Background: an optimization exercise with open tools, aiming at small area, a short achievable clock period and few clock cycles per item. Do not read the settings as production practice.
Only simulation tests tie the RTL to the original design; equivalence was not proved.

==> flow/design.v, too long to show whole: its modules and the start of the top module <==
// module lzc: 22 lines
// module gen_lzc: 25 lines
// module lzc_4: 10 lines
// module int_div: 122 lines
// module ks_sub: 36 lines
// module ks_add: 34 lines
// module int_sqrt: 90 lines
// module fp_rnd: 240 lines
// module fp_add_head: 168 lines
// module fp_add_spec: 160 lines
// module fp_add_tail: 141 lines
// module fp_mul_head: 130 lines
// module fp_mul_tail: 174 lines
// module mul24: 1955 lines
// module fp_fma_s2: 291 lines
// module fp_fma_tail: 186 lines
// module fp_fma_add_head: 302 lines
// module fma_addsub: 35 lines
// module fp_div: 225 lines
// module fp_div_tail: 124 lines
// module fp_sqrt: 189 lines
// module fp_i2f: 155 lines
// module fp_f2i: 229 lines
// module fp_cmp: 154 lines
// module fp_classify: 113 lines
// module f2d: 146 lines
// module d2f: 153 lines
// module fp_top: 866 lines
module fp_top
#(
    parameter fp_pkg::fp_format_e  FP_FORMAT   = fp_pkg::FP32,
    parameter fp_pkg::int_format_e INT_FORMAT  = fp_pkg::INT32,
    parameter logic        RISCV_MODE  = 1'b0
)
(
    input clk_i,
    input rst_i,
    input start_i,
    output logic ready_o,
    input [63:0] a_i,
    input [63:0] b_i,
    input [63:0] c_i,
    input fp_pkg::roundmode_e rnd_i,
    input fp_pkg::float_op_e op_i,
    input [1:0] op_modify_i,
    output logic [63:0] result_o,
    output logic valid_o,
    output fp_pkg::status_t flags_o
);
  // ...
==> flow/flow/run.sh <==
#!/bin/bash
set -euo pipefail
bash standard.sh SETUP_SLACK_MARGIN=7 finish > flow_make.log 2>&1
==> flow/standard.sh <==
#!/bin/bash
# synth_recipe.tcl (not shown) runs the flow's synth.tcl, then flattens the netlist and writes it again
# the make line also repeats each setting of config.mk as NAME=value (left out here)
make -C /OpenROAD-flow-scripts/flow DESIGN_CONFIG=/design/flow/config.mk WORK_HOME=/design/flow/orfs CLKGATE_MAP_FILE= SYNTH_SCRIPT=/design/flow/synth_recipe.tcl "${@:-finish}"
==> flow/config.mk <==
export PLATFORM = sky130hd
export DESIGN_NAME = fp_top
export DESIGN_NICKNAME = fp_top
export VERILOG_FILES = /design/flow/design.v
export SDC_FILE = /design/flow/constraint.sdc
export NUM_CORES = 8
export LEC_CHECK = 0
export ABC_AREA = 1
export CAP_MARGIN = 20
export CORE_MARGIN = 2
export CORE_UTILIZATION = 40
export SETUP_SLACK_MARGIN = 5
export SLEW_MARGIN = 20
==> flow/constraint.sdc <==
create_clock -name core_clock -period 20.0 [get_ports {clk_i}]
set_input_delay 4.0000 -clock core_clock [delete_from_list [all_inputs] [get_ports {clk_i}]]
set_output_delay 4.0000 -clock core_clock [all_outputs]
set_load 0.01 [all_outputs]
==> metrics.md, run 1 <==
| Metric | Value |
|---|---|
| Routed wire length on met2 | `239,000 um` |
| Routed vias/inst | `5.93` |
| Horizontal die dimension | `533 um` |
| GR Util met3 | `7.82%` |
| Sequential cell area fraction in the yosys report | `11.7%` |
| Fraction of the mapped netlist area in adder cells | `16.4%` |
| Classification of the worst-slack hold path | `register to register` |
| Finished layout cell area | `128,000 um^2` |
| Final global-route overflow total | `0` |
| Cell at the root of the clock tree | `clkbuf_16` |
| Library cell with the highest instance count after synthesis | `nand2_1` |
| Endpoint arrival time on the critical path | `9.35 ns` |
| Final net count | `19,900` |
| IO Pins | `275` |
| Starting Density | `40.2%` |
| End of the worst register-to-register path | `f_ashamt_q[2]$_SDFF_PN0_` |
| Status | `complete, no violations` |
| Detailed router's first-iteration violation count | `17,500` |
| Depth of the most critical reg-to-reg path | `64` |
| Most common library cells after synthesis | `nand2_1 (4,310), inv_1 (2,349), o21ai_0 (1,988)` |
| Layout Skew | `0.0783 ns` |
| Worst hold-check slack | `0.347 ns` |
| Detailed placer's ending HPWL | `434,000 um` |
| M1 wire length | `222,000 um` |
| Setup Viol. Count Final | `0` |
| Multi-input combinational gate total | `14,400` |
| Reported max-cap violation count | `0` |
| Cell count of the worst hold path | `0` |
| # clock sinks | `639` |
| R2R Setup Slk | `7.39 ns` |
| Antenna violations before repair | `42` |
| Clock latency on the worst-skew pair | `0.79 ns` |
| Top cells by area, synth | `nand2_1 (14%), dfxtp_1 (11%), o21ai_0 (8.9%)` |
| Uppermost routed layer | `met5` |
Testbench counts, summed over its fixed seeds: cycles 35,466, ops 24,000.
==> module fp_mul_head, before the edit <==
module fp_mul_head
#(
    parameter fp_pkg::fp_format_e FP_FORMAT = fp_pkg::FP32
)
(
    input  [31:0] a_i,
    input  [31:0] b_i,
    output logic [47:0] prod_o,      
    output logic [5:0]  lsum_o,      
    output logic [9:0]  expa_o,      
    output logic [9:0]  expb_o       
);
localparam int unsigned FP_WIDTH   = fp_pkg::fp_width(FP_FORMAT);
localparam int unsigned EXP_WIDTH  = fp_pkg::exp_bits(FP_FORMAT);
localparam int unsigned MANT_WIDTH = fp_pkg::man_bits(FP_FORMAT);
localparam int unsigned BIAS       = (2**(EXP_WIDTH-1)-1);
function logic sign(input logic [FP_WIDTH-1:0] val);
    sign = val[FP_WIDTH-1];
endfunction
function logic [EXP_WIDTH-1:0] exp(input logic [FP_WIDTH-1:0] val);
    exp = val[FP_WIDTH-2-:EXP_WIDTH];
endfunction
function logic [MANT_WIDTH-1:0] mant(input logic [FP_WIDTH-1:0] val);
    mant = val[FP_WIDTH-2-EXP_WIDTH:0];
endfunction
function logic is_minus(input logic [FP_WIDTH-1:0] val);
    is_minus = sign(val);
endfunction
function logic is_normal(input logic [FP_WIDTH-1:0] val);
    is_normal = (exp(val) >= 1) && (exp(val) <= (2**EXP_WIDTH-2));
endfunction
function logic is_subnormal(input logic [FP_WIDTH-1:0] val);
    is_subnormal = (exp(val) == 0) && (mant(val) != 0);
endfunction
function logic is_zero(input logic [FP_WIDTH-1:0] val);
    is_zero = val[FP_WIDTH-2:0] == 0;
endfunction
function logic is_inf(input logic [FP_WIDTH-1:0] val);
    is_inf = exp(val) == (2**EXP_WIDTH-1) && mant(val) == 0;
endfunction
function logic is_nan(input logic [FP_WIDTH-1:0] val);
    is_nan = exp(val) == (2**EXP_WIDTH-1) && mant(val) != 0;
endfunction
function logic is_signalling(input logic [FP_WIDTH-1:0] val);
    is_signalling = exp(val) == (2**EXP_WIDTH-1) && mant(val) != 0 && !val[FP_WIDTH-2-EXP_WIDTH];
endfunction
function logic is_quiet(input logic [FP_WIDTH-1:0] val);
    is_quiet = exp(val) == (2**EXP_WIDTH-1) && val[FP_WIDTH-2-EXP_WIDTH];
endfunction
function logic is_canonical(input logic [FP_WIDTH-1:0] val);
    is_canonical = is_finite(val) | is_inf(val) | (exp(val) == (2**EXP_WIDTH-1) && val[FP_WIDTH-2-EXP_WIDTH]);
endfunction
function logic is_finite(input logic [FP_WIDTH-1:0] val);
    is_finite = is_zero(val) | is_subnormal(val) | is_normal(val);
endfunction
function fp_pkg::fp_info_t fp_info(input logic [FP_WIDTH-1:0] val);
    fp_pkg::fp_info_t info;
    info = '0;
    info.is_minus       = is_minus(val);
    info.is_normal      = is_normal(val);
    info.is_subnormal   = is_subnormal(val);
    info.is_zero        = is_zero(val);
    info.is_inf         = is_inf(val);
    info.is_nan         = is_nan(val);
    info.is_signalling  = is_signalling(val);
    info.is_canonical   = is_canonical(val);
    info.is_finite      = is_finite(val);
    info.is_quiet       = is_quiet(val);
    fp_info = info;
endfunction
typedef struct packed {
    logic sign;
    logic [EXP_WIDTH-1:0] exp;
    logic [MANT_WIDTH-1:0] mant;
} fp_encoding_t;
typedef struct packed {
    fp_encoding_t u_result;
    logic [1:0] rs;
    logic round_en;
    logic invalid;
    logic [1:0] exp_cout;
} uround_res_t;
typedef struct packed {
    fp_encoding_t result;
    fp_pkg::status_t flags;
} round_res_t;
typedef struct packed {
    logic sign;
    logic [EXP_WIDTH-1:0] exp;
    logic [2*MANT_WIDTH + 1:0] mant;
} fp_encoding_fma_t;
typedef struct packed {
    fp_encoding_fma_t u_result;
    logic [1:0] rs;
    logic round_en;
    logic invalid;
    logic [1:0] exp_cout;
} uround_res_fma_t;
fp_encoding_t a_decoded;
fp_encoding_t b_decoded;
assign a_decoded = a_i;
assign b_decoded = b_i;
fp_pkg::fp_info_t a_info;
fp_pkg::fp_info_t b_info;
assign a_info = fp_info(a_i);
assign b_info = fp_info(b_i);
logic [MANT_WIDTH:0] ma;
logic [MANT_WIDTH:0] mb;
assign ma = {a_info.is_normal, a_decoded.mant};
assign mb = {b_info.is_normal, b_decoded.mant};
logic [4:0] la;
logic [4:0] lb;
logic za;
logic zb;
lzc #(.WIDTH(MANT_WIDTH+1)) lzc_a (.a_i(ma), .cnt_o(la), .zero_o(za));
lzc #(.WIDTH(MANT_WIDTH+1)) lzc_b (.a_i(mb), .cnt_o(lb), .zero_o(zb));
mul24 mul24_inst
(
    .x_i(ma),
    .y_i(mb),
    .p_o(prod_o)
);
assign lsum_o = la + lb;
logic [EXP_WIDTH + 1:0] urpr_exp;
logic [EXP_WIDTH + 1:0] uexp_n;
assign urpr_exp = (a_decoded.exp + b_decoded.exp) - ((a_info.is_subnormal | b_info.is_subnormal) ? BIAS-1 : BIAS );
assign uexp_n = urpr_exp - (la + lb);
assign expa_o = (za | zb) ? urpr_exp : uexp_n;
assign expb_o = (za | zb) ? urpr_exp : uexp_n + 1'b1;
endmodule
==> module fp_mul_tail, before the edit <==
module fp_mul_tail
#(
    parameter fp_pkg::fp_format_e FP_FORMAT = fp_pkg::FP32
)
(
    input  [31:0] a_i,
    input  [31:0] b_i,
    input  [47:0] prod_i,
    input  [5:0]  lsum_i,
    input  [9:0]  expa_i,
    input  [9:0]  expb_i,
    output logic [38:0] urnd_result_o
);
localparam int unsigned FP_WIDTH   = fp_pkg::fp_width(FP_FORMAT);
localparam int unsigned EXP_WIDTH  = fp_pkg::exp_bits(FP_FORMAT);
localparam int unsigned MANT_WIDTH = fp_pkg::man_bits(FP_FORMAT);
localparam int unsigned BIAS       = (2**(EXP_WIDTH-1)-1);
localparam INF   = {{EXP_WIDTH{1'b1}}, {MANT_WIDTH{1'b0}}};
localparam R_IND = {1'b1, {EXP_WIDTH{1'b1}}, 1'b1, {MANT_WIDTH-1{1'b0}}};
function logic sign(input logic [FP_WIDTH-1:0] val);
    sign = val[FP_WIDTH-1];
endfunction
function logic [EXP_WIDTH-1:0] exp(input logic [FP_WIDTH-1:0] val);
    exp = val[FP_WIDTH-2-:EXP_WIDTH];
endfunction
function logic [MANT_WIDTH-1:0] mant(input logic [FP_WIDTH-1:0] val);
    mant = val[FP_WIDTH-2-EXP_WIDTH:0];
endfunction
function logic is_minus(input logic [FP_WIDTH-1:0] val);
    is_minus = sign(val);
endfunction
function logic is_normal(input logic [FP_WIDTH-1:0] val);
    is_normal = (exp(val) >= 1) && (exp(val) <= (2**EXP_WIDTH-2));
endfunction
function logic is_subnormal(input logic [FP_WIDTH-1:0] val);
    is_subnormal = (exp(val) == 0) && (mant(val) != 0);
endfunction
function logic is_zero(input logic [FP_WIDTH-1:0] val);
    is_zero = val[FP_WIDTH-2:0] == 0;
endfunction
function logic is_inf(input logic [FP_WIDTH-1:0] val);
    is_inf = exp(val) == (2**EXP_WIDTH-1) && mant(val) == 0;
endfunction
function logic is_nan(input logic [FP_WIDTH-1:0] val);
    is_nan = exp(val) == (2**EXP_WIDTH-1) && mant(val) != 0;
endfunction
function logic is_signalling(input logic [FP_WIDTH-1:0] val);
    is_signalling = exp(val) == (2**EXP_WIDTH-1) && mant(val) != 0 && !val[FP_WIDTH-2-EXP_WIDTH];
endfunction
function logic is_quiet(input logic [FP_WIDTH-1:0] val);
    is_quiet = exp(val) == (2**EXP_WIDTH-1) && val[FP_WIDTH-2-EXP_WIDTH];
endfunction
function logic is_canonical(input logic [FP_WIDTH-1:0] val);
    is_canonical = is_finite(val) | is_inf(val) | (exp(val) == (2**EXP_WIDTH-1) && val[FP_WIDTH-2-EXP_WIDTH]);
endfunction
function logic is_finite(input logic [FP_WIDTH-1:0] val);
    is_finite = is_zero(val) | is_subnormal(val) | is_normal(val);
endfunction
function fp_pkg::fp_info_t fp_info(input logic [FP_WIDTH-1:0] val);
    fp_pkg::fp_info_t info;
    info = '0;
    info.is_minus       = is_minus(val);
    info.is_normal      = is_normal(val);
    info.is_subnormal   = is_subnormal(val);
    info.is_zero        = is_zero(val);
    info.is_inf         = is_inf(val);
    info.is_nan         = is_nan(val);
    info.is_signalling  = is_signalling(val);
    info.is_canonical   = is_canonical(val);
    info.is_finite      = is_finite(val);
    info.is_quiet       = is_quiet(val);
    fp_info = info;
endfunction
typedef struct packed {
    logic sign;
    logic [EXP_WIDTH-1:0] exp;
    logic [MANT_WIDTH-1:0] mant;
} fp_encoding_t;
typedef struct packed {
    fp_encoding_t u_result;
    logic [1:0] rs;
    logic round_en;
    logic invalid;
    logic [1:0] exp_cout;
} uround_res_t;
typedef struct packed {
    fp_encoding_t result;
    fp_pkg::status_t flags;
} round_res_t;
typedef struct packed {
    logic sign;
    logic [EXP_WIDTH-1:0] exp;
    logic [2*MANT_WIDTH + 1:0] mant;
} fp_encoding_fma_t;
typedef struct packed {
    fp_encoding_fma_t u_result;
    logic [1:0] rs;
    logic round_en;
    logic invalid;
    logic [1:0] exp_cout;
} uround_res_fma_t;
uround_res_t urnd;
fp_encoding_t result_o;
logic [1:0] rs_o;
logic round_en_o;
logic invalid_o;
logic [1:0] exp_cout_o;
logic urpr_s;
logic [2*MANT_WIDTH + 1:0] prod_n;
logic sign_o;
logic [EXP_WIDTH-1:0] exp_o;
logic [MANT_WIDTH-1:0] mant_o;
fp_encoding_t a_decoded;
fp_encoding_t b_decoded;
assign a_decoded = a_i;
assign b_decoded = b_i;
fp_pkg::fp_info_t a_info;
fp_pkg::fp_info_t b_info;
assign a_info = fp_info(a_i);
assign b_info = fp_info(b_i);
assign prod_n = prod_i << lsum_i;
always_comb
begin
    round_en_o = 1'b0;
	result_o = 0;
    if(a_info.is_nan)
    begin
        result_o.sign = a_decoded.sign;
        result_o.mant = {1'b1, a_decoded.mant[MANT_WIDTH-2:0]};
        result_o.exp = a_decoded.exp;
    end
    else if(b_info.is_nan)
    begin
        result_o.sign = b_decoded.sign;
        result_o.mant = {1'b1, b_decoded.mant[MANT_WIDTH-2:0]};
        result_o.exp = b_decoded.exp;
    end
    else if(a_info.is_inf)
        if(b_info.is_zero)
            result_o = R_IND;
        else
            result_o = {sign_o, INF};
    else if(a_info.is_normal || a_info.is_subnormal)
        if(b_info.is_inf)
            result_o = {sign_o, INF};
        else if(b_info.is_zero)
            result_o = {sign_o, {FP_WIDTH-1{1'b0}}};
        else
        begin
            round_en_o = 1'b1;
            result_o.sign = sign_o;
            result_o.mant = mant_o;
            result_o.exp = exp_o;
        end
    else if(a_info.is_zero)
        if(b_info.is_inf)
            result_o = R_IND;
        else
            result_o = {sign_o, {FP_WIDTH-1{1'b0}}};
end
assign urpr_s = a_decoded.sign ^ b_decoded.sign;
assign sign_o = urpr_s;
assign {exp_cout_o, exp_o} = prod_n[2*MANT_WIDTH + 1] ? expb_i : expa_i;
assign mant_o = prod_n[2*MANT_WIDTH + 1] ? prod_n[2*MANT_WIDTH -: MANT_WIDTH] : prod_n[2*MANT_WIDTH - 1 -: MANT_WIDTH];
assign rs_o[1] = prod_n[2*MANT_WIDTH + 1] ? prod_n[MANT_WIDTH] : prod_n[MANT_WIDTH - 1];
assign rs_o[0] = prod_n[2*MANT_WIDTH + 1] ? |prod_n[MANT_WIDTH-1:0] : |prod_n[MANT_WIDTH - 2:0];
assign invalid_o = a_info.is_signalling | b_info.is_signalling | ((a_info.is_zero & b_info.is_inf) | (a_info.is_inf & b_info.is_zero));
assign urnd.u_result =  result_o;
assign urnd.rs =  rs_o;
assign urnd.round_en =  round_en_o;
assign urnd.invalid =  invalid_o;
assign urnd.exp_cout =  exp_cout_o;
assign urnd_result_o = urnd;
endmodule
==> module fp_fma_s2, before the edit <==
module fp_fma_s2
#(
    parameter fp_pkg::fp_format_e FP_FORMAT = fp_pkg::FP32
)
(
    input  [47:0] prod_i,
    input  [5:0]  lsum_i,
    input  [9:0]  expa_i,
    input  [9:0]  expb_i,
    input  [31:0] a_i,           
    input  [31:0] b_i,
    input  [31:0] c_i,
    input         sub_i,
    input  fp_pkg::roundmode_e rnd_i,
    output logic        fsel_o,        
    output logic [31:0] fspec_o,
    output logic        invalid_o,
    output logic        msticky_o,     
    output logic        asel_add_o,    
    output logic        asel_sub_o,    
    output logic [25:0] aspec_o,       
    output logic        aspec_sign_o,
    output logic [7:0]  aspec_exp_o,
    output logic        around_en_o,
    output logic        around_only_o,
    output logic        amul_ovf_o,
    output logic        amul_uf_o,
    output logic        asign_o,
    output logic [53:0] aurpr_mant_o,
    output logic [7:0]  aurpr_exp_o,
    output logic [5:0]  ashamt_o,
    output logic        asticky_o,
    output logic [1:0]  aexp_in_o       
);
localparam int unsigned FP_WIDTH   = fp_pkg::fp_width(FP_FORMAT);
localparam int unsigned EXP_WIDTH  = fp_pkg::exp_bits(FP_FORMAT);
localparam int unsigned MANT_WIDTH = fp_pkg::man_bits(FP_FORMAT);
localparam int unsigned BIAS       = (2**(EXP_WIDTH-1)-1);
localparam INF   = {{EXP_WIDTH{1'b1}}, {MANT_WIDTH{1'b0}}};
localparam R_IND = {1'b1, {EXP_WIDTH{1'b1}}, 1'b1, {MANT_WIDTH-1{1'b0}}};
function logic sign(input logic [FP_WIDTH-1:0] val);
    sign = val[FP_WIDTH-1];
endfunction
function logic [EXP_WIDTH-1:0] exp(input logic [FP_WIDTH-1:0] val);
    exp = val[FP_WIDTH-2-:EXP_WIDTH];
endfunction
function logic [MANT_WIDTH-1:0] mant(input logic [FP_WIDTH-1:0] val);
    mant = val[FP_WIDTH-2-EXP_WIDTH:0];
endfunction
function logic is_minus(input logic [FP_WIDTH-1:0] val);
    is_minus = sign(val);
endfunction
function logic is_normal(input logic [FP_WIDTH-1:0] val);
    is_normal = (exp(val) >= 1) && (exp(val) <= (2**EXP_WIDTH-2));
endfunction
function logic is_subnormal(input logic [FP_WIDTH-1:0] val);
    is_subnormal = (exp(val) == 0) && (mant(val) != 0);
endfunction
function logic is_zero(input logic [FP_WIDTH-1:0] val);
    is_zero = val[FP_WIDTH-2:0] == 0;
endfunction
function logic is_inf(input logic [FP_WIDTH-1:0] val);
    is_inf = exp(val) == (2**EXP_WIDTH-1) && mant(val) == 0;
endfunction
function logic is_nan(input logic [FP_WIDTH-1:0] val);
    is_nan = exp(val) == (2**EXP_WIDTH-1) && mant(val) != 0;
endfunction
function logic is_signalling(input logic [FP_WIDTH-1:0] val);
    is_signalling = exp(val) == (2**EXP_WIDTH-1) && mant(val) != 0 && !val[FP_WIDTH-2-EXP_WIDTH];
endfunction
function logic is_quiet(input logic [FP_WIDTH-1:0] val);
    is_quiet = exp(val) == (2**EXP_WIDTH-1) && val[FP_WIDTH-2-EXP_WIDTH];
endfunction
function logic is_canonical(input logic [FP_WIDTH-1:0] val);
    is_canonical = is_finite(val) | is_inf(val) | (exp(val) == (2**EXP_WIDTH-1) && val[FP_WIDTH-2-EXP_WIDTH]);
endfunction
function logic is_finite(input logic [FP_WIDTH-1:0] val);
    is_finite = is_zero(val) | is_subnormal(val) | is_normal(val);
endfunction
function fp_pkg::fp_info_t fp_info(input logic [FP_WIDTH-1:0] val);
    fp_pkg::fp_info_t info;
    info = '0;
    info.is_minus       = is_minus(val);
    info.is_normal      = is_normal(val);
    info.is_subnormal   = is_subnormal(val);
    info.is_zero        = is_zero(val);
    info.is_inf         = is_inf(val);
    info.is_nan         = is_nan(val);
    info.is_signalling  = is_signalling(val);
    info.is_canonical   = is_canonical(val);
    info.is_finite      = is_finite(val);
    info.is_quiet       = is_quiet(val);
    fp_info = info;
endfunction
typedef struct packed {
    logic sign;
    logic [EXP_WIDTH-1:0] exp;
    logic [MANT_WIDTH-1:0] mant;
} fp_encoding_t;
typedef struct packed {
    fp_encoding_t u_result;
    logic [1:0] rs;
    logic round_en;
    logic invalid;
    logic [1:0] exp_cout;
} uround_res_t;
typedef struct packed {
    fp_encoding_t result;
    fp_pkg::status_t flags;
} round_res_t;
typedef struct packed {
    logic sign;
    logic [EXP_WIDTH-1:0] exp;
    logic [2*MANT_WIDTH + 1:0] mant;
} fp_encoding_fma_t;
typedef struct packed {
    fp_encoding_fma_t u_result;
    logic [1:0] rs;
    logic round_en;
    logic invalid;
    logic [1:0] exp_cout;
} uround_res_fma_t;
fp_encoding_t a_decoded;
fp_encoding_t b_decoded;
fp_encoding_t c_decoded;
assign a_decoded = a_i;
assign b_decoded = b_i;
assign c_decoded = c_i;
fp_pkg::fp_info_t a_info;
fp_pkg::fp_info_t b_info;
fp_pkg::fp_info_t c_info;
assign a_info = fp_info(a_i);
assign b_info = fp_info(b_i);
assign c_info = fp_info(c_i);
localparam int unsigned MANT_WIDTH_ADDER = 2*MANT_WIDTH + 2;
localparam int unsigned FP_WIDTH_ADDER = 1 + EXP_WIDTH + MANT_WIDTH_ADDER;
fp_encoding_t mul_result;
logic mul_round_en;
logic [1:0] mul_exp_cout;
logic mul_urpr_s;
logic [2*MANT_WIDTH + 1:0] prod_n;
logic mul_sign;
logic [EXP_WIDTH-1:0] mul_exp;
logic [2*MANT_WIDTH + 1:0] mul_norm_mant;
logic [FP_WIDTH_ADDER-1:0] joined_mul_result;
always_comb
begin
    mul_round_en = 1'b0;
	mul_result = 0;
    if(a_info.is_nan)
    begin
        mul_result.sign = a_decoded.sign;
        mul_result.exp = a_decoded.exp;
    end
    else if(b_info.is_nan)
    begin
        mul_result.sign = b_decoded.sign;
        mul_result.exp = b_decoded.exp;
    end
    else if(a_info.is_inf)
        if(b_info.is_zero)
            mul_result = R_IND;
        else
            mul_result = {mul_sign, INF};
    else if(a_info.is_normal || a_info.is_subnormal)
        if(b_info.is_inf)
            mul_result = {mul_sign, INF};
        else if(b_info.is_zero)
            mul_result = {mul_sign, {FP_WIDTH-1{1'b0}}};
        else
        begin
            mul_round_en = 1'b1;
            mul_result.sign = mul_sign;
            mul_result.exp = mul_exp;
        end
    else if(a_info.is_zero)
        if(b_info.is_inf)
            mul_result = R_IND;
        else
            mul_result = {mul_sign, {FP_WIDTH-1{1'b0}}};
end
assign mul_urpr_s = a_decoded.sign ^ b_decoded.sign;
assign prod_n = prod_i << lsum_i;
assign mul_sign = mul_urpr_s;
assign {mul_exp_cout, mul_exp} = prod_n[2*MANT_WIDTH + 1] ? expb_i : expa_i;
assign mul_norm_mant = prod_n[2*MANT_WIDTH + 1] ? {prod_n[2*MANT_WIDTH : 0],1'b0} : {prod_n[2*MANT_WIDTH - 1 : 0],2'b0};
logic [EXP_WIDTH-1:0] mul_uexp;
logic [2*MANT_WIDTH + 1:0] mul_umant;
logic mul_round_out;
logic [EXP_WIDTH-1:0] mul_denorm_shift;
assign mul_denorm_shift = $signed(0)-$signed({mul_exp_cout,mul_result.exp});
always_comb
begin
    mul_uexp = {EXP_WIDTH{1'b0}};
    {mul_umant, mul_round_out} = {1'b1, mul_norm_mant[2*MANT_WIDTH + 1:0]} >> mul_denorm_shift;
end
logic [EXP_WIDTH:0] stickyindex;
logic [2*MANT_WIDTH + 2:0] sigB;
logic [2*MANT_WIDTH + 2:0] compressed_mant;
logic new_stickybit;
assign sigB = {1'b1, mul_norm_mant[2*MANT_WIDTH + 1:0]};
genvar i;
generate
    for(i = 0; i <= (2*MANT_WIDTH+2); i= i+1)
	begin : combine_sig_mul
        assign compressed_mant[i] = |sigB[i:0];
	end
endgenerate
assign stickyindex = mul_denorm_shift - 1;
always_comb
    if($signed(stickyindex) < $signed(0))
        new_stickybit = 1'b0;
    else if($signed(stickyindex) > $signed(2*MANT_WIDTH+2))
        new_stickybit = compressed_mant[2*MANT_WIDTH+2];
    else
        new_stickybit = compressed_mant[stickyindex];
logic mult_sticky_bit;
always_comb
    if($signed({mul_exp_cout,mul_result.exp}) <= $signed(0))
        mult_sticky_bit = mul_round_out | new_stickybit;
    else
        mult_sticky_bit = 1'b0;
always_comb begin
    if ($signed({mul_exp_cout,mul_result.exp}) <= $signed(0) && !(a_info.is_zero || b_info.is_zero))
        joined_mul_result = {mul_result.sign,mul_uexp,mul_umant[2*MANT_WIDTH+1:1],mul_umant[0] | mult_sticky_bit};
    else
        joined_mul_result = {mul_result.sign,mul_result.exp,mul_norm_mant};
end
logic mul_ovf_sig;
logic add_round_en;
logic add_round_only;
logic add_mul_uf;
logic add_invalid;
logic [1:0] add_sel;
logic [FP_WIDTH_ADDER-1:0] add_spec;
fp_fma_add_head #(.FP_FORMAT(fp_pkg::FP48)) fp_add_inst
(
    .a_i(joined_mul_result),
    .b_i({c_decoded, {MANT_WIDTH+2{1'b0}}}),
    .sub_i(sub_i),
    .exp_in(mul_exp_cout),
    .round_en(mul_round_en),
    .rnd_i(rnd_i),
    .spec_o(add_spec),
    .sel_o(add_sel),
    .round_en_o(add_round_en),
    .round_only(add_round_only),
    .mul_ovf(mul_ovf_sig),
    .mul_uf(add_mul_uf),
    .sign_o(asign_o),
    .urpr_mant_o(aurpr_mant_o),
    .urpr_exp_o(aurpr_exp_o),
    .shamt_o(ashamt_o),
    .sticky_o(asticky_o),
    .invalid_o(add_invalid)
);
assign invalid_o = a_info.is_signalling | b_info.is_signalling | c_info.is_signalling |
                    ((a_info.is_inf & b_info.is_zero) | (a_info.is_zero & b_info.is_inf)) |
                    (!a_info.is_nan && !b_info.is_nan && c_info.is_inf & ((mul_result.sign ^ (sub_i ^ c_decoded.sign)) & (a_info.is_inf | b_info.is_inf)));
always_comb
begin
    fsel_o = 1'b0;
	fspec_o = 0;
    amul_ovf_o = 1'b0;
    if((a_info.is_inf & b_info.is_zero) | (a_info.is_zero & b_info.is_inf))
        fspec_o = R_IND;
    else if(a_info.is_nan)
        fspec_o = {a_decoded.sign, a_decoded.exp, 1'b1, a_decoded.mant[MANT_WIDTH-2:0]};
    else if(b_info.is_nan)
        fspec_o = {b_decoded.sign, b_decoded.exp, 1'b1, b_decoded.mant[MANT_WIDTH-2:0]};
    else if(c_info.is_nan)
        fspec_o = {c_decoded.sign, c_decoded.exp, 1'b1, c_decoded.mant[MANT_WIDTH-2:0]};
    else if(c_info.is_inf)
        fspec_o = ((mul_result.sign ^ (sub_i ^ c_decoded.sign)) & (a_info.is_inf | b_info.is_inf))? R_IND : {sub_i ^ c_decoded.sign,c_decoded.exp,c_decoded.mant} ;
    else
    begin
        fsel_o     = 1'b1;
        amul_ovf_o = mul_ovf_sig & ~invalid_o;
    end
end
assign msticky_o     = mult_sticky_bit;
assign asel_add_o    = add_sel != 2'd0;
assign asel_sub_o    = add_sel == 2'd1;
assign aspec_sign_o  = add_spec[FP_WIDTH_ADDER-1];
assign aspec_exp_o   = add_spec[FP_WIDTH_ADDER-2 -: EXP_WIDTH];
assign aspec_o       = {add_spec[MANT_WIDTH_ADDER-1 -: 25], |add_spec[MANT_WIDTH_ADDER-26:0]};
assign around_en_o   = add_round_en;
assign around_only_o = add_round_only;
assign amul_uf_o     = add_mul_uf;
assign aexp_in_o     = mul_exp_cout;
endmodule
==> run 2: changes to the inputs <==
--- a/flow/design.v
+++ b/flow/design.v
@@ -1207,17 +1207,16 @@
 module fp_mul_head
 #(
     parameter fp_pkg::fp_format_e FP_FORMAT = fp_pkg::FP32
 )
 (
     input  [31:0] a_i,
     input  [31:0] b_i,
     output logic [47:0] prod_o,      
-    output logic [5:0]  lsum_o,      
     output logic [9:0]  expa_o,      
     output logic [9:0]  expb_o       
 );
 localparam int unsigned FP_WIDTH   = fp_pkg::fp_width(FP_FORMAT);
 localparam int unsigned EXP_WIDTH  = fp_pkg::exp_bits(FP_FORMAT);
 localparam int unsigned MANT_WIDTH = fp_pkg::man_bits(FP_FORMAT);
 localparam int unsigned BIAS       = (2**(EXP_WIDTH-1)-1);
 function logic sign(input logic [FP_WIDTH-1:0] val);
@@ -1315,39 +1314,41 @@
 assign ma = {a_info.is_normal, a_decoded.mant};
 assign mb = {b_info.is_normal, b_decoded.mant};
 logic [4:0] la;
 logic [4:0] lb;
 logic za;
 logic zb;
 lzc #(.WIDTH(MANT_WIDTH+1)) lzc_a (.a_i(ma), .cnt_o(la), .zero_o(za));
 lzc #(.WIDTH(MANT_WIDTH+1)) lzc_b (.a_i(mb), .cnt_o(lb), .zero_o(zb));
+logic [MANT_WIDTH:0] ma_n;
+logic [MANT_WIDTH:0] mb_n;
+assign ma_n = ma << la;
+assign mb_n = mb << lb;
 mul24 mul24_inst
 (
-    .x_i(ma),
-    .y_i(mb),
+    .x_i(ma_n),
+    .y_i(mb_n),
     .p_o(prod_o)
 );
-assign lsum_o = la + lb;
 logic [EXP_WIDTH + 1:0] urpr_exp;
 logic [EXP_WIDTH + 1:0] uexp_n;
 assign urpr_exp = (a_decoded.exp + b_decoded.exp) - ((a_info.is_subnormal | b_info.is_subnormal) ? BIAS-1 : BIAS );
 assign uexp_n = urpr_exp - (la + lb);
 assign expa_o = (za | zb) ? urpr_exp : uexp_n;
 assign expb_o = (za | zb) ? urpr_exp : uexp_n + 1'b1;
 endmodule
 module fp_mul_tail
 #(
     parameter fp_pkg::fp_format_e FP_FORMAT = fp_pkg::FP32
 )
 (
     input  [31:0] a_i,
     input  [31:0] b_i,
     input  [47:0] prod_i,
-    input  [5:0]  lsum_i,
     input  [9:0]  expa_i,
     input  [9:0]  expb_i,
     output logic [38:0] urnd_result_o
 );
 localparam int unsigned FP_WIDTH   = fp_pkg::fp_width(FP_FORMAT);
 localparam int unsigned EXP_WIDTH  = fp_pkg::exp_bits(FP_FORMAT);
 localparam int unsigned MANT_WIDTH = fp_pkg::man_bits(FP_FORMAT);
 localparam int unsigned BIAS       = (2**(EXP_WIDTH-1)-1);
@@ -1449,17 +1450,17 @@
 fp_encoding_t a_decoded;
 fp_encoding_t b_decoded;
 assign a_decoded = a_i;
 assign b_decoded = b_i;
 fp_pkg::fp_info_t a_info;
 fp_pkg::fp_info_t b_info;
 assign a_info = fp_info(a_i);
 assign b_info = fp_info(b_i);
-assign prod_n = prod_i << lsum_i;
+assign prod_n = prod_i;
 always_comb
 begin
     round_en_o = 1'b0;
 	result_o = 0;
     if(a_info.is_nan)
     begin
         result_o.sign = a_decoded.sign;
         result_o.mant = {1'b1, a_decoded.mant[MANT_WIDTH-2:0]};
@@ -3464,17 +3465,16 @@
 ks_add #(.W(48)) u_fadd (.a_i(ra), .b_i(rb), .s_o(p_o));
 endmodule
 module fp_fma_s2
 #(
     parameter fp_pkg::fp_format_e FP_FORMAT = fp_pkg::FP32
 )
 (
     input  [47:0] prod_i,
-    input  [5:0]  lsum_i,
     input  [9:0]  expa_i,
     input  [9:0]  expb_i,
     input  [31:0] a_i,           
     input  [31:0] b_i,
     input  [31:0] c_i,
     input         sub_i,
     input  fp_pkg::roundmode_e rnd_i,
     output logic        fsel_o,        
@@ -3640,17 +3640,17 @@
         end
     else if(a_info.is_zero)
         if(b_info.is_inf)
             mul_result = R_IND;
         else
             mul_result = {mul_sign, {FP_WIDTH-1{1'b0}}};
 end
 assign mul_urpr_s = a_decoded.sign ^ b_decoded.sign;
-assign prod_n = prod_i << lsum_i;
+assign prod_n = prod_i;
 assign mul_sign = mul_urpr_s;
 assign {mul_exp_cout, mul_exp} = prod_n[2*MANT_WIDTH + 1] ? expb_i : expa_i;
 assign mul_norm_mant = prod_n[2*MANT_WIDTH + 1] ? {prod_n[2*MANT_WIDTH : 0],1'b0} : {prod_n[2*MANT_WIDTH - 1 : 0],2'b0};
 logic [EXP_WIDTH-1:0] mul_uexp;
 logic [2*MANT_WIDTH + 1:0] mul_umant;
 logic mul_round_out;
 logic [EXP_WIDTH-1:0] mul_denorm_shift;
 assign mul_denorm_shift = $signed(0)-$signed({mul_exp_cout,mul_result.exp});
@@ -5996,53 +5996,50 @@
     add_shamt_q     <= add_shamt;
     add_sticky_q    <= add_sticky;
 end
 logic mul_done;
 assign mul_done = mul_start;
 logic [FP_WIDTH-1:0] m_a_fp;
 assign m_a_fp = {a_fp[FP_WIDTH-1] ^ ((op_i == fp_pkg::FMADD) & op_modify_i[1]), a_fp[FP_WIDTH-2:0]};
 logic [47:0] m_prod;
-logic [5:0]  m_lsum;
 logic [9:0]  m_expa;
 logic [9:0]  m_expb;
 fp_mul_head #(.FP_FORMAT(FP_FORMAT)) fp_mul_head_inst
 (
     .a_i(m_a_fp),
     .b_i(b_fp),
     .prod_o(m_prod),
-    .lsum_o(m_lsum),
     .expa_o(m_expa),
     .expb_o(m_expb)
 );
 logic [47:0] m_prod_q;
-logic [5:0]  m_lsum_q;
 logic [9:0]  m_expa_q;
 logic [9:0]  m_expb_q;
 logic [31:0] m_a_q;
 logic [31:0] m_b_q;
 logic [31:0] m_c_q;
 logic        m_sub_q;
+logic        m_mod1_q;
 always_ff @(posedge clk_i) begin
+    m_mod1_q  <= op_modify_i[1];
     m_prod_q  <= m_prod;
-    m_lsum_q  <= m_lsum;
     m_expa_q  <= m_expa;
     m_expb_q  <= m_expb;
     m_a_q     <= m_a_fp;
     m_b_q     <= b_fp;
     m_c_q     <= c_fp;
     m_sub_q   <= op_modify_i[0];
 end
 uround_res_t mul_urnd_result;
 fp_mul_tail #(.FP_FORMAT(FP_FORMAT)) fp_mul_tail_inst
 (
     .a_i(m_a_q),
     .b_i(m_b_q),
     .prod_i(m_prod_q),
-    .lsum_i(m_lsum_q),
     .expa_i(m_expa_q),
     .expb_i(m_expb_q),
     .urnd_result_o(mul_urnd_result)
 );
 logic        f_fsel;
 logic [31:0] f_fspec;
 logic        f_invalid;
 logic        f_msticky;
@@ -6058,17 +6055,16 @@
 logic        f_asign;
 logic [53:0] f_aurpr_mant;
 logic [7:0]  f_aurpr_exp;
 logic [5:0]  f_ashamt;
 logic        f_asticky;
 fp_fma_s2 #(.FP_FORMAT(FP_FORMAT)) fp_fma_s2_inst
 (
     .prod_i(m_prod_q),
-    .lsum_i(m_lsum_q),
     .expa_i(m_expa_q),
     .expb_i(m_expb_q),
     .a_i(m_a_q),
     .b_i(m_b_q),
     .c_i(m_c_q),
     .sub_i(m_sub_q),
     .rnd_i(fma_rnd_q),
     .fsel_o(f_fsel),
@@ -6467,17 +6463,16 @@
     rnd_q <= rnd_sel;
 end
 logic        f_fsel_q;
 logic [31:0] f_fspec_q;
 logic        f_invalid_q;
 fp_fma_s2 #(.FP_FORMAT(FP_FORMAT)) fp_fma_spec_inst
 (
     .prod_i(m_prod_q),
-    .lsum_i(m_lsum_q),
     .expa_i(m_expa_q),
     .expb_i(m_expb_q),
     .a_i(m_a_q),
     .b_i(m_b_q),
     .c_i(m_c_q),
     .sub_i(m_sub_q),
     .rnd_i(fma_rnd_q),
     .fsel_o(f_fsel_q),
@@ -6587,41 +6582,159 @@
 fp_rnd #(.FP_FORMAT(FP_FORMAT)) fp_rnd_inst
 (
     .urnd_result_i(urnd_o),
     .rnd_i(rnd_q),
     .round_only(round_only_q),
     .mul_ovf(mul_ovf_q),
     .rnd_result_o(rnd_result)
 );
+logic [1:0] r_mod;
+assign r_mod = {m_mod1_q, m_sub_q};
+fp_encoding_t r_a_decoded;
+fp_encoding_t r_b_decoded;
+fp_pkg::fp_info_t r_a_info;
+fp_pkg::fp_info_t r_b_info;
+assign r_a_decoded = m_a_q;
+assign r_b_decoded = m_b_q;
+assign r_a_info = fp_info(m_a_q);
+assign r_b_info = fp_info(m_b_q);
+logic [INT_WIDTH-1:0] r_f2i_result;
+fp_pkg::status_t r_f2i_flags;
+fp_f2i #(.FP_FORMAT(FP_FORMAT), .INT_FORMAT(INT_FORMAT)) fp_f2i_r_inst
+(
+    .a_i(m_a_q),
+    .signed_i(r_mod == 2'b01),
+    .start_i(1'b1),
+    .rnd_i(rnd_q),
+    .result_o(r_f2i_result),
+    .flags_o(r_f2i_flags),
+    .done_o()
+);
+logic r_cmp_lt;
+logic r_cmp_le;
+logic r_cmp_eq;
+fp_pkg::status_t r_cmp_flags;
+fp_cmp #(.FP_FORMAT(FP_FORMAT)) fp_cmp_r_inst
+(
+    .a_i(m_a_q),
+    .b_i(m_b_q),
+    .start_i(1'b1),
+    .eq_en_i(r_mod == 2'b01),
+    .lt_o(r_cmp_lt),
+    .le_o(r_cmp_le),
+    .eq_o(r_cmp_eq),
+    .done_o(),
+    .flags_o(r_cmp_flags)
+);
+fp_pkg::classmask_e r_class_mask;
+fp_classify #(.FP_FORMAT(FP_FORMAT)) fp_classify_r_inst
+(
+    .a_i(m_a_q),
+    .start_i(1'b1),
+    .class_o(r_class_mask),
+    .done_o()
+);
+logic [FP_WIDTH-1:0] r_minmax_result;
+fp_pkg::status_t r_minmax_flags;
+always_comb begin
+    r_minmax_flags = '0;
+    r_minmax_flags.NV = r_a_info.is_signalling | r_b_info.is_signalling;
+    if (r_a_info.is_nan || r_b_info.is_nan) begin
+        if (RISCV_MODE && r_a_info.is_nan && !r_b_info.is_nan)
+            r_minmax_result = m_b_q;
+        else if (RISCV_MODE && r_b_info.is_nan && !r_a_info.is_nan)
+            r_minmax_result = m_a_q;
+        else
+            r_minmax_result = QNAN_FP;
+    end else if (r_a_info.is_zero && r_b_info.is_zero) begin
+        r_minmax_result = '0;
+        if (op_q == fp_pkg::FMIN) begin
+            r_minmax_result[FP_WIDTH-1] = r_a_decoded.sign | r_b_decoded.sign;
+        end else begin
+            r_minmax_result[FP_WIDTH-1] = r_a_decoded.sign & r_b_decoded.sign;
+        end
+    end else if (op_q == fp_pkg::FMIN) begin
+        r_minmax_result = r_cmp_lt ? m_a_q : m_b_q;
+    end else begin
+        r_minmax_result = r_cmp_lt ? m_b_q : m_a_q;
+    end
+end
+logic [FP_WIDTH-1:0] r_sgnj_result;
+always_comb begin
+    r_sgnj_result = m_a_q;
+    case (r_mod)
+        2'b00: r_sgnj_result[FP_WIDTH-1] = r_b_decoded.sign;
+        2'b01: r_sgnj_result[FP_WIDTH-1] = ~r_b_decoded.sign;
+        2'b10: r_sgnj_result[FP_WIDTH-1] = r_a_decoded.sign ^ r_b_decoded.sign;
+        default: r_sgnj_result[FP_WIDTH-1] = r_b_decoded.sign;
+    endcase
+end
+logic r_cmp_bit;
+always_comb begin
+    case (r_mod)
+        2'b00: r_cmp_bit = r_cmp_le;
+        2'b01: r_cmp_bit = r_cmp_eq;
+        default: r_cmp_bit = r_cmp_lt;
+    endcase
+end
+logic signed [63:0] r_f2i_signed_ext;
+assign r_f2i_signed_ext = $signed(r_f2i_result);
+logic [63:0] direct_result_r;
+fp_pkg::status_t direct_flags_r;
+always_comb begin
+    direct_result_r = '0;
+    direct_flags_r = '0;
+    case (op_q)
+        fp_pkg::F2I: begin
+            direct_result_r = r_mod[0] ? r_f2i_signed_ext : {{(64-INT_WIDTH){1'b0}}, r_f2i_result};
+            direct_flags_r = r_f2i_flags;
+        end
+        fp_pkg::FCMP: begin
+            direct_result_r = {63'b0, r_cmp_bit};
+            direct_flags_r = r_cmp_flags;
+        end
+        fp_pkg::FCLASS: begin
+            direct_result_r = {54'b0, r_class_mask};
+        end
+        fp_pkg::FMIN, fp_pkg::FMAX: begin
+            direct_result_r = {{(64-FP_WIDTH){1'b0}}, r_minmax_result};
+            direct_flags_r = r_minmax_flags;
+        end
+        fp_pkg::FSGNJ: begin
+            direct_result_r = {{(64-FP_WIDTH){1'b0}}, r_sgnj_result};
+        end
+        default: ;
+    endcase
+end
 logic fma_uf_fix;
 logic fma_uf_fix1;
 assign fma_uf_fix = (rnd_result.result.exp == '0) & (|urnd_o.rs);
 assign fma_uf_fix1 = (urnd_o.u_result.exp == '0) &
                      (rnd_result.result.exp == {{EXP_WIDTH-1{1'b0}}, 1'b1}) &
                      mul_uround_out_q;
 logic result_is_fp;
 fp_pkg::fp_info_t raw_fp_info;
 assign result_is_fp = need_rnd_q
                     | (op_q == fp_pkg::FMIN) | (op_q == fp_pkg::FMAX)
                     | (op_q == fp_pkg::FSGNJ)
                     | (op_q == fp_pkg::F2F);
 logic [FP_WIDTH-1:0] raw_fp_result;
 assign raw_fp_result = need_rnd_q ? rnd_result.result
-                                  : direct_result_q[FP_WIDTH-1:0];
+                                  : direct_result_r[FP_WIDTH-1:0];
 always_comb begin
     result_o = '0;
     flags_o = '0;
     valid_o = done_q;
     if (need_rnd_q) begin
         result_o = {{(64-FP_WIDTH){1'b0}}, rnd_result.result};
         flags_o = rnd_result.flags;
     end else begin
-        result_o = direct_result_q;
-        flags_o = direct_flags_q;
+        result_o = direct_result_r;
+        flags_o = direct_flags_r;
     end
     if (need_rnd_q && (op_q == fp_pkg::FMADD)) begin
         flags_o.NV = rnd_result.flags.NV;
         flags_o.DZ = rnd_result.flags.DZ;
         flags_o.OF = rnd_result.flags.OF | mul_ovf_q;
         flags_o.UF = mul_uf_q ? (fma_uf_fix | fma_uf_fix1) : rnd_result.flags.UF;
         flags_o.NX = mul_uf_q ? (|urnd_o.rs) : (rnd_result.flags.NX | mul_ovf_q);
     end
==> flow/run.sh (new file) <==
#!/bin/bash
# synth_recipe.tcl (not shown) runs the flow's synth.tcl, then flattens the netlist and writes it again
# the make line also repeats each setting of config.mk as NAME=value (left out here)
make -C /OpenROAD-flow-scripts/flow DESIGN_CONFIG=/design/flow/config.mk WORK_HOME=/design/flow/orfs CLKGATE_MAP_FILE= SYNTH_SCRIPT=/design/flow/synth_recipe.tcl finish
==> flow/config.mk (replaced) <==
export PLATFORM = sky130hd
export DESIGN_NAME = fp_top
export DESIGN_NICKNAME = fp_top
export VERILOG_FILES = /design/flow/design.v
export SDC_FILE = /design/flow/constraint.sdc
export NUM_CORES = 8
export LEC_CHECK = 0
export CAP_MARGIN = 20
export CORE_MARGIN = 2
export CORE_UTILIZATION = 40
export SETUP_SLACK_MARGIN = 5
export SLEW_MARGIN = 20
export SYNTH_HIERARCHICAL = 1
export SYNTH_MINIMUM_KEEP_SIZE = 200
removed: flow/flow/run.sh
removed: flow/standard.sh
==> run 2 against run 1 <==
Still clean; critical path depth decreased by 21; count of clock-buffer cells in the layout decreased by 2; synthesized cell count decreased by 19%; cell count decreased by 17%; register-to-register slack got worse by 2.1 ns; core utilization decreased by 0.54 points; die area decreased by 2.8%; critical path type unchanged; critical endpoint is now result_o[19].
==> metrics.md, run 2 <==
| Metric | Value |
|---|---|
| Status | `complete, no violations` |
| Max Transition Viols Final | `0` |
| CP Data Required Time | `16.00 ns` |
| Post-synthesis cell type with the largest combined area | `dfxtp_1` |
| Starting Density | `40.2% (+0.085 points)` |
| Slew HR | `11.9%` |
| Most frequent cells in the layout | `nand2_1 (1,558), nor2_1 (1,393), a21oi_1 (1,148)` |
| Drt drc | `0` |
| Fraction of layout instances using a drive strength above 1 | `11.5%` |
| Portion of synthesized cell area occupied by the leading cell type | `10.2%` |
| Clock latency on the worst-skew pair | `0.76 ns (-0.03 ns)` |
| Registers with the most flip-flops | `f_aurpr_mant_q: 53 flops, m_prod_q: 48 flops, urnd_q: 38 flops` |
| Die Y-Extent | `526 um` |
| CP top delay family | `compound AO/OA/AOI/OAI gates` |
| Synthesized area per cell | `7.29 um^2` |
| Synthesized Nets | `16,300` |
| Reported max-cap violation count | `0 (unchanged)` |
| Number of synthesized register bits | `599` |
| Most common library cells after synthesis | `nand2_1 (1,575), nor2_1 (1,438), a21oi_1 (1,194)` |
| Post-Route WL | `543,000 um` |
| Antenna violations before repair | `40 (-4.8%)` |
| Fmax | `66.9 MHz` |
| Post-route clock period utilization | `74.8%` |
| Via count of the first global-routing pass | `111,000` |
| Final Critical Period | `14.96 ns` |
| Cell at the root of the clock tree | `clkbuf_16` |
| Largest net degree at the start of global routing | `84` |
| Share of async-settable or async-resettable flops after synthesis | `3.17%` |
| Area of the core region | `271,000 um^2` |
| Mean routed wirelength per cell | `29.3 um` |
| Vias after detailed routing | `120,000` |
| Final net count | `16,300 (-18%)` |
| Routed vias/inst | `6.48 (+9.1%)` |
| Count of buffer and inverter cells on the critical path | `7` |
| Final global-route overflow total | `0 (unchanged)` |
| Number of optimization iterations in the first detailed-route pass | `12` |
| Top cells by area, synth | `dfxtp_1 (10%), fa_1 (9.2%), ha_1 (8.1%)` |
| Count of flip-flops with a built-in enable after synthesis | `24` |
| Biggest fanout along the worst timing path | `34` |
| R2R Setup Slk | `5.30 ns (-2.09 ns)` |
| Number of distinct library cells after synthesis | `132` |
| Maximum single-stage delay on the critical path | `0.63 ns` |
| Worst setup path category | `register to output pin` |
| CTS HTree Levels | `3` |
| Cts hold-fix bufs | `0` |
| IO Pins | `275 (unchanged)` |
| TritonCTS clock tree | `built` |
| Final-layout setup total negative slack | `0 ns` |
| Total of buffers placed on input and output ports | `210` |
| Hold Violations, Final | `0` |
| Endpoint kind of the worst setup timing path | `output pin` |
| Wire length of the first global-routing pass | `778,000 um` |
| Setup Viol. Count Final | `0 (unchanged)` |
| Transition at the pin with the smallest max-transition slack | `1.31 ns` |
| Reg clk slew, reported paths | `0.06 ns` |
| Multi-input gate area | `90,800 um^2` |
| Total die area | `277,000 um^2` |
| Worst setup SP type | `register` |
| Detailed router's first-iteration violation count | `16,300 (-6.7%)` |
| Top flip-flop cell by instance count after synthesis | `dfxtp_1` |
| Synth Instances | `14,900` |
| Fillers | `27,900` |
| Detailed placer's ending HPWL | `417,000 um (-3.9%)` |
| Placement row count | `191` |
| Register area | `12,400 um^2` |
| Sequential cell area fraction in the yosys report | `11.3% (-0.40 points)` |
| TritonCTS Buffers | `75` |
| ANT nets after route | `0` |
| Standard cell with the maximum stage delay on the critical path | `a221oi_4` |
| Post-Synthesis Cell Area | `109,000 um^2` |
| Number of flip-flops under the largest register name | `53` |
| Register with the highest flop count | `f_aurpr_mant_q` |
| Endpoint arrival time on the critical path | `10.96 ns (+1.61 ns)` |
| Clock tree buffer depth | `3` |
| Library cell with the highest instance count after synthesis | `nand2_1` |
| Classification of the worst-slack hold path | `register to register` |
| RSZ-0062 raised after global routing | `yes` |
| Layout Skew | `0.0436 ns (-0.0347 ns)` |
| Final weighted congestion in routability-driven placement | `1.13` |
| Horizontal die dimension | `526 um (-1.4%)` |
| Count of yosys warnings during synthesis | `60` |
| # clock sinks | `599 (-6.3%)` |
| Most common cell after layout, fill and taps aside | `nand2_1` |
| Worst path most repeated cell | `buf_4` |
| Global router's overall resource usage | `37.5%` |
| Area growth from synthesis to layout | `12.5%` |
-- run 2: changes by cell type in the layout (fill, tap and decap cells not counted), sizes merged, moves of 292 or more --
cell / before / now
xor2: 678 / 242
o21ai: 2084 / 992
inv: 2376 / 1119
a22oi: 55 / 347
xnor2: 135 / 649
nand2: 4380 / 1577
mux2i: 117 / 637
nand3: 1369 / 361
-- run 2: worst reg2reg max path: cells and delay by family, from the launching register on --
kind                     cells  cell delay, ns
AO/OA/AOI/OAI               22            4.82
XOR/XNOR                     2            0.43
adder cells (fa/ha/maj)      3            0.85
buffers and inverters       10            1.99
flip-flops                   1            0.50
multiplexers                 3            0.78
AND/OR/NAND/NOR             22            5.17
-- run 2: cell families (layout without fill, tap and decap cells) --
kind of cell,after synthesis,count (layout),synth area share (%)
other cells,0,16,0
buf+inv,2177,2201,7.80
flops,599,599,11.3
simple gates,4744,4746,19.9
compound gates,4411,4412,26.4
fa+ha+maj,1207,1207,17.3
mux,906,906,10.1
xor+xnor,891,891,7.16
-- run 2: layout make-up --
cell class / instances / area share (%)
tap: 3570 / 3.64
timing repair buffer: 935 / 6.58
timing repair inverter: 1 / 0.00714
clock inverter: 39 / 0.330
antenna: 16 / 0.0327
multi-input combinational: 12200 / 74.0
inverter: 1127 / 3.52
sequential: 599 / 10.1
clock buffer: 99 / 1.75
-- run 2: per-layer routing --
layer / vias up / wire length, um / global-route usage, %
met2: 7707 / 226000 / 55.7
li1: 53500 / - / -
met1: 57100 / 212000 / 48.4
met4: 30 / 43100 / 23.5
met5: - / 253 / 0
met3: 1758 / 61100 / 9.25
-- run 2: path summary, 6_finish.rpt --
check | start | to | cells after the start
max | m_a_q[2]$_DFF_P_ | result_o[19] | 36
min | int_div_inst.n_q[14]$_DFF_P_ | int_div_inst.n_q[21]$_DFF_P_ | 0
max reg2reg | m_b_q[1]$_DFF_P_ | f_ashamt_q[0]$_SDFF_PN0_ | 62
min reg2reg | int_div_inst.n_q[14]$_DFF_P_ | int_div_inst.n_q[21]$_DFF_P_ | 0
max in group asynchronous | rst_i | longop_sqrt_q$_DFFE_PN0P_ | 2
min in group asynchronous | rst_i | fp_sqrt_inst.int_sqrt_inst.cnt_q[2]$_DFFE_PN0P_ | 2
-- run 2: through the flow --
step                      hold slack (ns)  std cells  setup slack (ns)  area [um^2]  utilization (%)
final                               0.350      18500              5.04       123000             45.3
after floorplan                     0.331      14900              5.01       109000                -
after global placement              0.335      18300              2.27       117000             43.1
after CTS                           0.350      18500              5.01       121000             44.5
after detailed placement            0.336      18300              2.19       117000             43.1
after global routing                0.355      18500              4.90       123000             45.3
-- run 2: Yosys stat by module (local to each module, per instance) --
module  cells  cell area (um^2)  flip-flops and latches  times used
d2f        76               458                       0           1
fp_top  14900            108000                     599           1
-- run 2: what timing repair did --
action | in CTS | in global routing
pin swaps | 30 | 65
endpoints found under the setup margin | 154 | 161
buffers inserted | 49 | 65
gates cloned | 2 | 9
gates resized for setup | 265 | 316
Testbench counts of run 2, summed over its fixed seeds: cycles 35,466, ops 24,000.
==> run 3: changes to the inputs <==
--- a/flow/config.mk
+++ b/flow/config.mk
@@ -10,5 +10,3 @@
 export CORE_UTILIZATION = 40
 export SETUP_SLACK_MARGIN = 5
 export SLEW_MARGIN = 20
-export SYNTH_HIERARCHICAL = 1
-export SYNTH_MINIMUM_KEEP_SIZE = 200
==> run 3 against run 2 <==
Maximum frequency is 0.91% higher; die area up 0.90%; highest routed layer unchanged; still clean on timing, DRC and antenna; critical path type is now register to register; routed wire length increased by 0.21%; first-iteration DRC count is 7.6% higher; critical path depth rose by 24; register-to-register slack lost 0.12 ns.
==> metrics.md, run 3 <==
| Metric | Value |
|---|---|
| Library cell with the highest instance count after synthesis | `nand2_1` |
| Count of flip-flops with a built-in enable after synthesis | `24 (unchanged)` |
| Post-Synthesis Cell Area | `110,000 um^2 (+0.91%)` |
| Largest net degree at the start of global routing | `80 (-4.8%)` |
| Detailed placer's ending HPWL | `412,000 um (-1.2%)` |
| Detailed router's first-iteration violation count | `17,600 (+7.6%)` |
| Global router's overall resource usage | `37.2% (-0.24 points)` |
| Reported max-cap violation count | `0 (unchanged)` |
| Mean routed wirelength per cell | `29.0 um (-0.91%)` |
| Number of optimization iterations in the first detailed-route pass | `13 (+1)` |
| Length of routed met3 wiring | `63,600 um (+4.1%)` |
| Fraction of layout instances using a drive strength above 1 | `12.2% (+0.67 points)` |
| CTS HTree Levels | `3 (unchanged)` |
| Number of synthesized register bits | `599 (unchanged)` |
| Count of yosys warnings during synthesis | `54 (-10%)` |
| Status | `complete, no violations` |
| Final weighted congestion in routability-driven placement | `1.08 (-4.8%)` |
| Most common cell after layout, fill and taps aside | `nand2_1` |
| Biggest fanout along the worst timing path | `20 (-41%)` |
| TritonCTS Buffers | `79 (+5.3%)` |
| Post-Route WL | `544,000 um (+0.21%)` |
| Fmax | `67.5 MHz (+0.91%)` |
| Drt drc | `0 (unchanged)` |
| TritonCTS clock tree | `built` |
| Clock latency on the worst-skew pair | `0.78 ns (+0.02 ns)` |
| Maximum single-stage delay on the critical path | `0.60 ns (-0.03 ns)` |
| Antenna violations before repair | `31 (-23%)` |
| R2R Setup Slk | `5.18 ns (-0.12 ns)` |
| Layout Skew | `0.0756 ns (+0.0320 ns)` |
| ANT nets after route | `0 (unchanged)` |
| Most frequent cells in the layout | `nand2_1 (1,586), nor2_1 (1,366), a21oi_1 (1,189)` |
| Post-synthesis cell type with the largest combined area | `dfxtp_1` |
| Share of async-settable or async-resettable flops after synthesis | `3.17% (unchanged)` |
| IO Pins | `275 (unchanged)` |
| Endpoint kind of the worst setup timing path | `register` |
| Number of distinct library cells after synthesis | `138 (+4.5%)` |
| Final net count | `16,500 (+1.1%)` |
| Synthesized area per cell | `7.26 um^2 (-0.50%)` |
| Placement row count | `192 (+0.52%)` |
| Final global-route overflow total | `0 (unchanged)` |
| Standard cell with the maximum stage delay on the critical path | `or4_4` |
| Hold Violations, Final | `0 (unchanged)` |
| Synth Instances | `15,100 (+1.4%)` |
| Cts hold-fix bufs | `0 (unchanged)` |
| Register with the highest flop count | `f_aurpr_mant_q` |
| Registers with the most flip-flops | `f_aurpr_mant_q: 53 flops, m_prod_q: 48 flops, urnd_q: 38 flops` |
| Area growth from synthesis to layout | `13.2%` |
| Horizontal die dimension | `528 um (+0.45%)` |
| Area of the core region | `274,000 um^2 (+1.1%)` |
| Finished layout cell area | `124,000 um^2 (+1.5%)` |
| Cell at the root of the clock tree | `clkbuf_16` |
| Top cells by area, synth | `dfxtp_1 (10%), fa_1 (9.1%), ha_1 (8.0%)` |
| Most common library cells after synthesis | `nand2_1 (1,604), nor2_1 (1,411), a21oi_1 (1,250)` |
| Portion of synthesized cell area occupied by the leading cell type | `10.1% (-0.092 points)` |
| Sequential cell area fraction in the yosys report | `11.2% (-0.10 points)` |
| Routed wire length on met2 | `225,000 um (-0.41%)` |
| Starting Density | `40.2% (-0.059 points)` |
| Worst setup SP type | `register` |
| Slew HR | `9.43% (-2.5 points)` |
| RSZ-0062 raised after global routing | `yes` |
| Routed vias/inst | `6.52 (+0.62%)` |
| Synthesized Nets | `16,600 (+1.3%)` |
| Clock tree buffer depth | `3 (unchanged)` |
| Max Transition Viols Final | `0 (unchanged)` |
| Reg clk slew, reported paths | `0.07 ns (about the same)` |
| Total die area | `279,000 um^2 (+0.90%)` |
| Endpoint arrival time on the critical path | `15.43 ns (+4.47 ns)` |
| M1 wire length | `219,000 um (+3.0%)` |
| Final-layout setup total negative slack | `0 ns (unchanged)` |
| Die Y-Extent | `528 um (+0.45%)` |
| Top flip-flop cell by instance count after synthesis | `dfxtp_1` |
| Via count of the first global-routing pass | `112,000 (+1.2%)` |
| Worst setup path category | `register to register` |
| Transition at the pin with the smallest max-transition slack | `1.34 ns (+0.0293 ns)` |
| Post-route clock period utilization | `74.1% (-0.68 points)` |
| Uppermost routed layer | `met5` |
| Classification of the worst-slack hold path | `register to register` |
| Vias after detailed routing | `122,000 (+1.8%)` |
| Worst path most repeated cell | `buf_4` |
| CP Data Required Time | `20.61 ns (+4.61 ns)` |
| Number of flip-flops under the largest register name | `53 (unchanged)` |
| Final Critical Period | `14.82 ns (-0.135 ns)` |
| Setup Viol. Count Final | `0 (unchanged)` |
| # clock sinks | `599 (unchanged)` |
| Total of buffers placed on input and output ports | `210 (unchanged)` |
| Placed Area | `117,000 um^2 (+0.46%)` |
| Wire length of the first global-routing pass | `781,000 um (+0.45%)` |
==> run 3: worst paths after layout <==
kind                                               from                                end  cells after the start
min reg2reg                int_div_inst.n_q[17]$_DFF_P_       int_div_inst.n_q[24]$_DFF_P_                      0
max in group asynchronous                         rst_i        longop_rnd_q[1]$_DFFE_PN0P_                      2
max                                    m_a_q[5]$_DFF_P_           f_ashamt_q[1]$_SDFF_PN0_                     60
min in group asynchronous                         rst_i  int_div_inst.cnt_q[1]$_DFFE_PN0P_                      2
max reg2reg                            m_a_q[5]$_DFF_P_           f_ashamt_q[1]$_SDFF_PN0_                     60
min                        int_div_inst.n_q[17]$_DFF_P_       int_div_inst.n_q[24]$_DFF_P_                      0
==> run 3: what timing repair did <==
item                       CTS  global route
gates cloned                 5             9
pin swaps                   26           107
setup endpoints to repair  159           138
setup buffers               59           109
resized for setup          288           419
==> run 3: worst max-delay path: cells and delay by family, from the launching register on <==
family	cells	cell delay, ns
DFF	1	0.30
and+or+nand+nor	16	5.51
buffers and inverters	14	2.44
muxes	2	0.38
AOI/OAI and AO/OA	22	4.90
adders and majority gates	3	0.61
xor gates and xnor gates	3	0.37
==> run 3: final cells by class <==
type	count	area, um^2
Fill cell	28100	149000
Timing Repair inverter	1	5.00
Tap cell	3589	4490
Sequential cell	599	12400
Multi-Input combinational cell	12400	92600
Clock inverter	48	713
Clock buffer	98	2140
Timing Repair Buffer	920	7890
Inverter	1095	4190
Antenna cell	21	52.6
==> run 3: per-layer routing <==
layer | global-route usage [%] | up-vias
li1 | - | 54500
met1 | 49.2 | 58600
met2 | 54.5 | 7507
met3 | 9.91 | 1596
met4 | 20.9 | 20
met5 | 0 | -
==> run 3: metrics by stage <==
stage	hold slack, ns	setup slack (ns)	std cells	utilization, %
after floorplan	0.331	4.96	15100	-
after global placement	0.339	1.72	18400	42.8
after detailed placement	0.338	1.70	18400	42.8
after CTS	0.352	4.96	18600	44.5
after global routing	0.363	4.86	18700	45.5
final	0.354	5.18	18800	45.5
==> run 3: cells by family after synthesis <==
family          Yosys count  share of synthesized area (%)
xor+xnor                909                           7.26
fa+ha+maj              1206                           17.1
buf+inv                2168                           7.66
mux                     782                           8.83
simple gates           4811                           20.1
flops                   599                           11.2
compound gates         4671                           27.8

[afterwards: timing with drivers on the ports]
In the flow no input, the clock included, has a driving cell. The finished layouts below were timed again as built, in two steps.
Step 1 assumes that a clkbuf_16 drives the clock port and a buf_2 every other input.
Step 2 adds t to the input delays and takes it off the output delays; t is the mean of the earliest and latest rising clock arrival at the registers after step 1. Input paths then give back, and output paths get back, about the clock's delay inside the block.
a / b / c = no drivers / after step 1 / after step 2; a / b = the first two.
run | t (ns) | setup WS [ns] | latest minus earliest clock arrival (ns) | worst slew at a driven data input, ns
run 1 | 0.858 | 6.649 / 6.537 / 6.274 | 0.079 / 0.080 | 0.18
run 2 | 0.828 | 5.045 / 4.954 / 4.667 | 0.052 / 0.051 | 0.22
run 3 | 0.856 | 5.180 / 5.123 / 4.501 | 0.079 / 0.080 | 0.12
After both steps setup and hold are still met in every run listed. For run 3, which loses most, drivers alone change the setup slack by -0.057 ns; drivers and shift together by -0.679 ns.
